Context: an optimization exercise on an open-source flow, tuned for small area. The choices shown serve that exercise and are no tape-out recipe. In this exercise RTL edits were held to simulation tests only and were not proved equivalent to the original.

main:
## fir_filter
module fir_filter #(
    parameter  INPUT_SIGNAL = 8,
    parameter  CO_EFF_WIDTH = 8,
    parameter  OUTPUT_SIGNAL = 16,
    parameter  TAPS          = 7
) (
    input clk_i,
    input rst_n_i,
    input en_i,
    input signed [INPUT_SIGNAL-1:0] noisy_sig_i,
    output reg signed [OUTPUT_SIGNAL-1:0] filtered_res_o
);
reg [7:0] h1, h2, h3, h4, h5, h6;
wire en_n;
fir_inv u_en_n (.a(en_i), .y(en_n));
wire [7:0] h1_d, h2_d, h3_d, h4_d, h5_d, h6_d;
wire [7:0] h1_k, h2_k, h3_k, h4_k, h5_k, h6_k;
fir_nand u_k1[7:0] (.a(en_n), .b(h1), .y(h1_k));
fir_oai u_d1[7:0] (.g(h1_k), .p(en_n), .c(noisy_sig_i), .y(h1_d));
fir_nand u_k2[7:0] (.a(en_n), .b(h2), .y(h2_k));
fir_oai u_d2[7:0] (.g(h2_k), .p(en_n), .c(h1), .y(h2_d));
fir_nand u_k3[7:0] (.a(en_n), .b(h3), .y(h3_k));
fir_oai u_d3[7:0] (.g(h3_k), .p(en_n), .c(h2), .y(h3_d));
fir_nand u_k4[7:0] (.a(en_n), .b(h4), .y(h4_k));
fir_oai u_d4[7:0] (.g(h4_k), .p(en_n), .c(h3), .y(h4_d));
fir_nand u_k5[7:0] (.a(en_n), .b(h5), .y(h5_k));
fir_oai u_d5[7:0] (.g(h5_k), .p(en_n), .c(h4), .y(h5_d));
fir_nand u_k6[7:0] (.a(en_n), .b(h6), .y(h6_k));
fir_oai u_d6[7:0] (.g(h6_k), .p(en_n), .c(h5), .y(h6_d));
always @(posedge clk_i or negedge rst_n_i) begin
    if (!rst_n_i) begin
        h1 <= 8'hff; h2 <= 8'd0; h3 <= 8'hff; h4 <= 8'd0; h5 <= 8'hff; h6 <= 8'd0;
    end else begin
        h1 <= h1_d; h2 <= h2_d; h3 <= h3_d; h4 <= h4_d; h5 <= h5_d; h6 <= h6_d;
    end
end
wire x1;
fir_xor u_x1 (.a(h1[0]), .b(h5[0]), .y(x1));
wire g2;
fir_nor u_g2 (.a(h1[0]), .b(h5[0]), .y(g2));
wire iv3;
fir_inv u_iv3 (.a(g2), .y(iv3));
wire s4, c5;
fir_fa u_s4 (.a(h1[1]), .b(h5[1]), .c(iv3), .s(s4), .co(c5));
wire s6, c7;
fir_fa u_s6 (.a(h1[2]), .b(h5[2]), .c(c5), .s(s6), .co(c7));
wire s8, c9;
fir_fa u_s8 (.a(h1[3]), .b(h5[3]), .c(c7), .s(s8), .co(c9));
wire s10, c11;
  ...
Size in the first run: about 330 cells after synthesis, about 64 flip-flops, ~27 I/O pins, roughly 4100 um2 of cells after synthesis.
==> flow/config.mk <==
export PLATFORM = sky130hd
export DESIGN_NAME = fir_filter
export DESIGN_NICKNAME = fir_filter
export VERILOG_FILES = /design/flow/design.v
export SDC_FILE = /design/flow/constraint.sdc
export NUM_CORES = 4
export LEC_CHECK = 0
export ABC_AREA = 0
export CAP_MARGIN = 20
export CORE_MARGIN = 2
export CORE_UTILIZATION = 60
export CTS_BUF_LIST = sky130_fd_sc_hd__clkbuf_4
export CTS_CLUSTER_SIZE = 32
export SLEW_MARGIN = 20
export SYNTH_HIERARCHICAL = 1
export SYNTH_MINIMUM_KEEP_SIZE = 0
==> flow/constraint.sdc <==
create_clock -name core_clock -period 7.0 [get_ports {clk_i}]
set_input_delay 1.4000 -clock core_clock [delete_from_list [all_inputs] [get_ports {clk_i}]]
set_output_delay 1.4000 -clock core_clock [all_outputs]
set_load 0.01 [all_outputs]
run.sh (not shown) runs the stock make flow with config.mk's settings and CLKGATE_MAP_FILE= SYNTH_SCRIPT=/design/flow/synth_recipe.tcl, a recipe that flattens the netlist after the stock synthesis.
main | stages: all done | timing, DRC, antenna: all pass
> inputs changed (main -> the feature branch)
==> flow/flow/run.sh (new file) <==
#!/bin/bash
# Standard layout, with the port buffers made of the smallest buffer cell.
set -euo pipefail
export BUFFER_PORTS_ARGS="-buffer_cell sky130_fd_sc_hd__buf_1"
bash standard.sh > standard.log 2>&1
==> flow/standard.sh (new file) <==
#!/bin/bash
# synth_recipe.tcl (not shown) runs the flow's synth.tcl, then flattens the netlist and writes it again
# the make line also repeats each setting of config.mk as NAME=value (left out here)
make -C /OpenROAD-flow-scripts/flow DESIGN_CONFIG=/design/flow/config.mk WORK_HOME=/design/flow/orfs CLKGATE_MAP_FILE= SYNTH_SCRIPT=/design/flow/synth_recipe.tcl "${@:-finish}"
removed: flow/run.sh
Findings:
Looking at library cell contributing the largest single delay on the critical path, the sky130_fd_sc_hd__clkdlybuf4s50_1 result is from main; the sky130_fd_sc_hd__fa_1 one comes from the feature branch. Comparing main with the feature branch, the clock latency on the worst-skew pair came out essentially unchanged. The feature branch against main: required time of the worst setup path decreased 0.02 ns, slew at the pin closest to its max-slew limit now larger, wire length of the first global-routing pass shrank by 1.2%. Per the comparison of the feature branch with main, setup slack went up by 0.11 ns; cell count after synthesis essentially unchanged.

## afterwards: timing with drivers on the ports
In the flow no input, the clock included, has a driving cell. The finished layouts below were timed again as built, in two steps.
Step 1 sets driving cells, clkbuf_16 on the clock port and buf_2 on the other inputs (assumed; they add their load-dependent delay and slew).
Step 2 times the ports against the registers' clock, not the clock port: input delays grow and output delays shrink by t, the midpoint of the rising clock arrivals with the driver on.
Slacks: ideal / step 1 / step 2; pairs: ideal / step 1.
run | t (ns) | setup WS [ns] | worst hold slack (ns) | worst setup path after step 2
main | 0.438 | 0.730 / 0.738 / 0.300 | 0.477 / 0.477 / 0.477 | input to register
the feature branch | 0.431 | 0.838 / 0.838 / 0.685 | 0.485 / 0.485 / 0.485 | input to register
After both steps every run listed still meets setup and hold. For main, which loses most, drivers alone change the setup slack by +0.008 ns; drivers and shift together by -0.430 ns.
